Background: an optimization exercise with open tools, aiming at small area, a short achievable clock period and few clock cycles. Do not read the settings as production practice.

==> harbor: inputs <==
// nnctrl
module nnctrl ( reset, clk, input_signal, in, category,
                ram_addr, ram_we, ram_wdata, ram_rdata, rom_addr, rom_rdata,
                done, ready, score0, score1 ) ;
	input 		reset, clk ;
	input		input_signal ;
	input[31:0] in ;
	output 		category ;
	output[10:0]	ram_addr ;
	output		ram_we ;
	output[31:0]	ram_wdata ;
	input[31:0]	ram_rdata ;
	output[16:0]	rom_addr ;
	input[31:0]	rom_rdata ;
	output reg	done ;
	output reg	ready ;
	output[31:0]	score0, score1 ;
	localparam INIT = 2'd0, IN = 2'd1, COMP = 2'd2, FIN = 2'd3 ;
	reg [1:0]	state ;
	reg [1:0]	icnt ;
	reg		isig_d ;
	reg		we ;
	reg		f0_en, f0_bias ;	 
	reg [2:1]	f_en ;
	reg [5:1]	f_bias ;
	reg [10:0]	addr_ram ;
	reg [16:0]	addr_rom ;
	reg [6:0]	m ;			 
	reg [15:0]	one_r, two_r, neg_r ;	 
	reg [14:0]	xe_r ;
	reg		sa_r ;
	reg [31:0]	wr ;
	reg [62:12]	sr, cr, tr, ur ;	 
	reg		cl_r ;	 
	reg [31:0]	acc, res ;
	assign ram_addr = addr_ram ;
	assign ram_we = we ;
	assign ram_wdata = res ;
	assign rom_addr = addr_rom ;
	assign score0 = res ;
	assign score1 = acc ;
	wire		en = f_en[2] ;
	wire [32:0]	xb = { ram_rdata, 1'b0 } ;
	wire [15:0]	one_d, two_d, neg_d ;
	genvar j ;
  ...
==> module nnctrl, before the edit <==
module nnctrl ( reset, clk, input_signal, in, category,
                ram_addr, ram_we, ram_wdata, ram_rdata, rom_addr, rom_rdata,
                done, ready, score0, score1 ) ;
	input 		reset, clk ;
	input		input_signal ;
	input[31:0] in ;
	output 		category ;
	output[10:0]	ram_addr ;
	output		ram_we ;
	output[31:0]	ram_wdata ;
	input[31:0]	ram_rdata ;
	output[16:0]	rom_addr ;
	input[31:0]	rom_rdata ;
	output reg	done ;
	output reg	ready ;
	output[31:0]	score0, score1 ;
	localparam INIT = 2'd0, IN = 2'd1, COMP = 2'd2, FIN = 2'd3 ;
	reg [1:0]	state ;
	reg [1:0]	icnt ;
	reg		isig_d ;
	reg		we ;
	reg		f0_en, f0_bias ;	 
	reg [2:1]	f_en ;
	reg [5:1]	f_bias ;
	reg [10:0]	addr_ram ;
	reg [16:0]	addr_rom ;
	reg [6:0]	m ;			 
	reg [15:0]	one_r, two_r, neg_r ;	 
	reg [14:0]	xe_r ;
	reg		sa_r ;
	reg [31:0]	wr ;
	reg [62:12]	sr, cr, tr, ur ;	 
	reg		cl_r ;	 
	reg [31:0]	acc, res ;
	assign ram_addr = addr_ram ;
	assign ram_we = we ;
	assign ram_wdata = res ;
	assign rom_addr = addr_rom ;
	assign score0 = res ;
	assign score1 = acc ;
	wire		en = f_en[2] ;
	wire [32:0]	xb = { ram_rdata, 1'b0 } ;
	wire [15:0]	one_d, two_d, neg_d ;
	genvar j ;
	generate for ( j = 0 ; j < 16 ; j = j+1 ) begin : enc
		wire x1 = xb[2*j+2], x0 = xb[2*j+1], xm = xb[2*j] ;
		assign one_d[j] = en & ( x0 ^ xm ) ;
		assign two_d[j] = ( en & ( ( x1 & ~x0 & ~xm ) | ( ~x1 & x0 & xm ) ) ) | ( j == 15 && f_bias[2] ) ;
		assign neg_d[j] = en & x1 & ~( x0 & xm ) ;
	end endgenerate
	wire [62:12]	tsr, tcr, ttr, tur ;
	wire		tcl ;
	neural aNeural ( .one(one_r), .two(two_r), .neg(neg_r), .xe(xe_r), .sa(sa_r), .w(wr), .r0(tsr), .r1(tcr), .r2(ttr), .r3(tur), .cl(tcl) ) ;
	reg		lc ;
	wire		resolve = f_bias[5] ;
	reg		clr ;
	wire		init_next = state == INIT && icnt != 2'd3 ;
	wire		fin_next = ( state == COMP && f0_bias && m == 7'd102 ) || ( state == FIN && !resolve ) ;
	wire		done_next = state == FIN && resolve ;
	wire		clr_next = ( f_bias[4] && !fin_next ) || done_next || init_next ;
	wire [31:0]	a0 = clr ? 32'd0 : acc ;
	wire		lo_c ;
	wire [31:0]	acc_next ;
	accum aAccum ( .r0(sr), .r1(cr), .r2(tr), .r3(ur), .cl(cl_r), .a0(a0), .lc(lc), .acc_next(acc_next), .lo_c(lo_c) ) ;
	classfier classfier ( reset, clk, state == FIN && resolve, res, acc, category ) ;
	wire rise = input_signal & ~isig_d ;
	wire last = f0_en && ( addr_ram == 11'd999 || addr_ram == 11'd1124 ) ;
	always @( posedge clk ) begin
		one_r <= one_d ;
		two_r <= two_d ;
		neg_r <= neg_d ;
		xe_r <= en ? ram_rdata[14:0] : 15'd0 ;
		sa_r <= en & ram_rdata[31] ;
		wr <= rom_rdata ;
		sr <= tsr ;
		cr <= tcr ;
		tr <= ttr ;
		ur <= tur ;
		cl_r <= tcl ;
		acc <= acc_next ;
		lc <= lo_c ;
		if ( input_signal )
			res <= in ;
		else if ( resolve && state == COMP )
			res <= acc ;
	end
	always @( posedge clk ) begin
		if ( state == INIT || ( state == FIN && resolve ) ) begin
			addr_ram <= 11'd0 ;
			addr_rom <= 17'd0 ;
			m <= 7'd0 ;
		end
		else if ( state == IN || state == COMP ) begin
			if ( last ) begin
				addr_ram <= { 4'b1000, m } ;
				addr_rom <= addr_rom+1 ;
				m <= m+1 ;
			end
			else if ( f0_bias )
				addr_ram <= ( m >= 7'd100 ) ? 11'd1025 : 11'd0 ;
			else if ( f0_en ) begin
				addr_ram <= addr_ram+1 ;
				addr_rom <= addr_rom+1 ;
			end
		end
	end
	always @( posedge clk or posedge reset ) begin
		if ( reset ) begin
			state <= INIT ;
			icnt <= 2'd0 ;
			isig_d <= 1'b0 ;
			we <= 1'b0 ;
			f0_en <= 1'b0 ;
			f0_bias <= 1'b0 ;
			f_en <= 2'd0 ;
			f_bias <= 5'd0 ;
			done <= 1'b0 ;
			ready <= 1'b0 ;
			clr <= 1'b1 ;
		end
		else begin
			isig_d <= input_signal ;
			clr <= clr_next ;
			f_en <= { f_en[1], f0_en } ;
			f_bias <= { f_bias[4:1], f0_bias } ;
			done <= 1'b0 ;
			case ( state )
			INIT: begin
				icnt <= icnt+1 ;
				if ( icnt == 2'd3 ) begin
					state <= IN ;
					ready <= 1'b1 ;
				end
			end
			IN: begin
				if ( last ) begin
					f0_en <= 1'b0 ;
					f0_bias <= 1'b1 ;
					we <= 1'b1 ;
					state <= COMP ;
					ready <= 1'b0 ;
				end
				else begin
					f0_en <= rise ;
					we <= rise ;
				end
			end
			COMP: begin
				if ( last ) begin
					f0_en <= 1'b0 ;
					f0_bias <= 1'b1 ;
					we <= 1'b1 ;
				end
				else if ( f0_bias ) begin
					f0_bias <= 1'b0 ;
					we <= 1'b0 ;
					if ( m == 7'd102 ) begin
						f0_en <= 1'b0 ;
						state <= FIN ;
					end
					else
						f0_en <= 1'b1 ;
				end
				else begin
					f0_en <= 1'b1 ;
					we <= ( addr_ram == 11'd1123 ) && !m[0] ;
				end
			end
			FIN: begin
				if ( resolve ) begin
					done <= 1'b1 ;
					ready <= 1'b1 ;
					state <= IN ;
				end
			end
			endcase
		end
	end
endmodule
Settings: LEC_CHECK=0, ABC_CLOCK_PERIOD_IN_PS=3000, CAP_MARGIN=20, CORE_MARGIN=2, CORE_UTILIZATION=55, SLEW_MARGIN=20; clock period 11.0 ns.
standard.sh (not shown) runs the stock make flow with config.mk's settings and CLKGATE_MAP_FILE= SYNTH_SCRIPT=/design/flow/synth_recipe.tcl, a recipe that flattens the netlist after the stock synthesis.
==> flow/flow/run.sh <==
#!/bin/bash
set -euo pipefail
W=$(pwd)
R=$W/orfs/results/$FLOW_PLATFORM/nnctrl/base
bash standard.sh synth > synth.log 2>&1
cp $R/1_2_yosys.v $W/synth_standard.v
python3 $W/flow/polarity.py $W/synth_standard.v $W/synth_polarity.v > polarity.log 2>&1
python3 $W/flow/fastfa.py $W/synth_polarity.v $R/1_2_yosys.v 2.8 '^\\?[sctu]r\[' > fastfa.log 2>&1
rm -f $R/1_synth.odb
bash standard.sh finish SETUP_SLACK_MARGIN=7.2 TNS_END_PERCENT=100 > layout.log 2>&1
Other scripts of this flow, unchanged in this note and not shown: flow/flow/fastfa.py, flow/flow/polarity.py
==> lagoon: changes against harbor <==
--- a/flow/design.v
+++ b/flow/design.v
@@ -3381,7 +3381,3 @@
 	wire		resolve = f_bias[5] ;
-	reg		clr ;
-	wire		init_next = state == INIT && icnt != 2'd3 ;
-	wire		fin_next = ( state == COMP && f0_bias && m == 7'd102 ) || ( state == FIN && !resolve ) ;
-	wire		done_next = state == FIN && resolve ;
-	wire		clr_next = ( f_bias[4] && !fin_next ) || done_next || init_next ;
+	wire		clr = ( resolve && state != FIN ) || done || state == INIT ;
 	wire [31:0]	a0 = clr ? 32'd0 : acc ;
@@ -3444,3 +3440,2 @@
 			ready <= 1'b0 ;
-			clr <= 1'b1 ;
 		end
@@ -3448,3 +3443,2 @@
 			isig_d <= input_signal ;
-			clr <= clr_next ;
 			f_en <= { f_en[1], f0_en } ;
==> impl_metrics.toml <==
[final_layout]
multi_input_gates = 2667

[detailed_routing]
dr_wl_met2_um = 52200

[floorplan]
initial_utilization = 0.553

[clock_network]
clk_latency_ns = 0.63

[place]
place_area_um2 = 38400

[status]
status = "no timing/DRC/antenna violations"
Source of the figures above: lagoon

==> impl_metrics.toml <==
[status]
status = "no timing/DRC/antenna violations"

[clock_network]
clk_latency_ns = 0.62

[detailed_routing]
dr_wl_met2_um = 53400
Source of the figures above: harbor

No functional check of the RTL was part of any run of this note.

---

==> 02-15: inputs <==
Another version of the RTL of nnctrl (not shown whole).
## nnctrl
module nnctrl ( reset, clk, input_signal, in, category,
                ram_addr, ram_we, ram_wdata, ram_rdata, rom_addr, rom_rdata,
                done, ready, score0, score1 ) ;
	input 		reset, clk ;
	input		input_signal ;
	input[31:0] in ;
	output 		category ;
	output[10:0]	ram_addr ;
	output		ram_we ;
	output[31:0]	ram_wdata ;
	input[31:0]	ram_rdata ;
	output[16:0]	rom_addr ;
	input[31:0]	rom_rdata ;
	output reg	done ;
	output reg	ready ;
	output[31:0]	score0, score1 ;
	localparam INIT = 2'd0, IN = 2'd1, COMP = 2'd2, FIN = 2'd3 ;
	reg [1:0]	state ;
	reg [1:0]	icnt ;
	reg		isig_d ;
	reg		we ;
	reg		f0_en, f0_bias ;	 
	reg [2:1]	f_en ;
	reg [5:1]	f_bias ;
	reg [10:0]	addr_ram ;
	reg [16:0]	addr_rom ;
	reg [6:0]	m ;			 
	reg [15:0]	one_r, two_r, neg_r ;	 
	reg [14:0]	xe_r ;
	reg		sa_r ;
	reg [31:0]	wr ;
	reg [62:0]	sr, cr ;
	reg [31:0]	acc, res ;
	assign ram_addr = addr_ram ;
	assign ram_we = we ;
	assign ram_wdata = res ;
	assign rom_addr = addr_rom ;
	assign score0 = res ;
	assign score1 = acc ;
	wire		en = f_en[2] ;
	wire [32:0]	xb = { ram_rdata, 1'b0 } ;
	wire [15:0]	one_d, two_d, neg_d ;
	genvar j ;
	generate for ( j = 0 ; j < 16 ; j = j+1 ) begin : enc
		wire x1 = xb[2*j+2], x0 = xb[2*j+1], xm = xb[2*j] ;
		assign one_d[j] = en & ( x0 ^ xm ) ;
		assign two_d[j] = ( en & ( ( x1 & ~x0 & ~xm ) | ( ~x1 & x0 & xm ) ) ) | ( j == 15 && f_bias[2] ) ;
		assign neg_d[j] = en & x1 & ~( x0 & xm ) ;
	end endgenerate
	wire [62:0]	ts, tc ;
	neural aNeural ( .one(one_r), .two(two_r), .neg(neg_r), .xe(xe_r), .sa(sa_r), .w(wr), .s(ts), .c(tc) ) ;
	wire [30:0]	lo_sum ;
	wire		lo_c ;
	assign { lo_c, lo_sum } = { 1'b0, sr[30:0] } + { 1'b0, cr[30:0] } ;
	wire		resolve = f_bias[5] ;
	wire		clr = ( resolve && state != FIN ) || done || state == INIT ;
  ...
Settings: LEC_CHECK=0, ABC_CLOCK_PERIOD_IN_PS=3000, CAP_MARGIN=20, CORE_MARGIN=2, CORE_UTILIZATION=55, SLEW_MARGIN=20; clock period 11.0 ns.
==> flow/flow/run.sh <==
#!/bin/bash
set -euo pipefail
bash standard.sh synth > synth.log 2>&1
bash standard.sh finish SETUP_SLACK_MARGIN=6.5 TNS_END_PERCENT=100 > layout.log 2>&1
==> 08-21: changes against 02-15 <==
==> flow/run.sh (new file) <==
#!/bin/bash
# synth_recipe.tcl (not shown) runs the flow's synth.tcl, then flattens the netlist and writes it again
# the make line also repeats each setting of config.mk as NAME=value (left out here)
make -C /OpenROAD-flow-scripts/flow DESIGN_CONFIG=/design/flow/config.mk WORK_HOME=/design/flow/orfs CLKGATE_MAP_FILE= SYNTH_SCRIPT=/design/flow/synth_recipe.tcl finish
--- a/flow/config.mk
+++ b/flow/config.mk
@@ -10,3 +10,4 @@
 export CORE_MARGIN = 2
 export CORE_UTILIZATION = 55
+export SETUP_SLACK_MARGIN = 5
 export SLEW_MARGIN = 20
removed: flow/flow/run.sh
removed: flow/standard.sh
==> 07-11: changes against 02-15 <==
==> flow/flow/run.sh (replaced) <==
#!/bin/bash
set -euo pipefail
bash standard.sh synth > synth.log 2>&1
bash standard.sh finish SETUP_SLACK_MARGIN=7.2 TNS_END_PERCENT=100 > layout.log 2>&1
==> comparison table <==
quantity	02-15	07-11	08-21
Arrival time at the worst endpoint	5090 ps	4990 ps	5840 ps
Run status	no timing/DRC/antenna violations	no timing/DRC/antenna violations	no timing/DRC/antenna violations
Length in cells of the worst reg-to-reg path	19	21	19
Crit path from	cr[2]	sr[2]	sr[2]
CP Buf/Inv Count	0	3	0
Top achievable clock speed	0.2180 GHz	0.2233 GHz	0.1875 GHz
Cells after DPL	4357	4349	4357
Post-Place Cell Area	37430 um2	37620 um2	37430 um2
Non-clock buffers, area share	8.093%	16.31%	7.398%
Worst-Skew Late Latency	570 ps	600 ps	570 ps
Multi-input combinational cell area	24690 um2	26590 um2	24520 um2
No run of this note included a check of the RTL's function; only the layout flow was run.

[what the ideal ports hide]
The flow's constraints put no driver on any port. The routed layouts listed below were extracted and timed again, unchanged, in two steps. Step 1: set_driving_cell puts a clkbuf_16 on clk and a buf_2 on each other input, an assumption about the parent block. Step 2 times the ports against the registers' clock, not the clock port: input delays grow and output delays shrink by t, the midpoint of the rising clock arrivals with the driver on. Three values: no drivers, after step 1, after step 2; two values: the first two.
| run | shift t [ns] | setup WS [ns] | clock arrival spread, ns | worst slew at a driven data input, ns |
|---|---|---|---|---|
| harbor | 0.669 | 6.839 / 6.839 / 6.839 | 0.036 / 0.035 | 0.08 |
| lagoon | 0.668 | 6.043 / 6.043 / 6.043 | 0.064 / 0.063 | 0.06 |
| 02-15 | 0.629 | 6.413 / 6.413 / 6.413 | 0.024 / 0.024 | 0.06 |
| 08-21 | 0.625 | 5.666 / 5.666 / 5.666 | 0.024 / 0.025 | 0.07 |
| 07-11 | 0.641 | 6.522 / 6.522 / 6.522 | 0.057 / 0.057 | 0.07 |
After both steps every run listed still meets setup and hold.
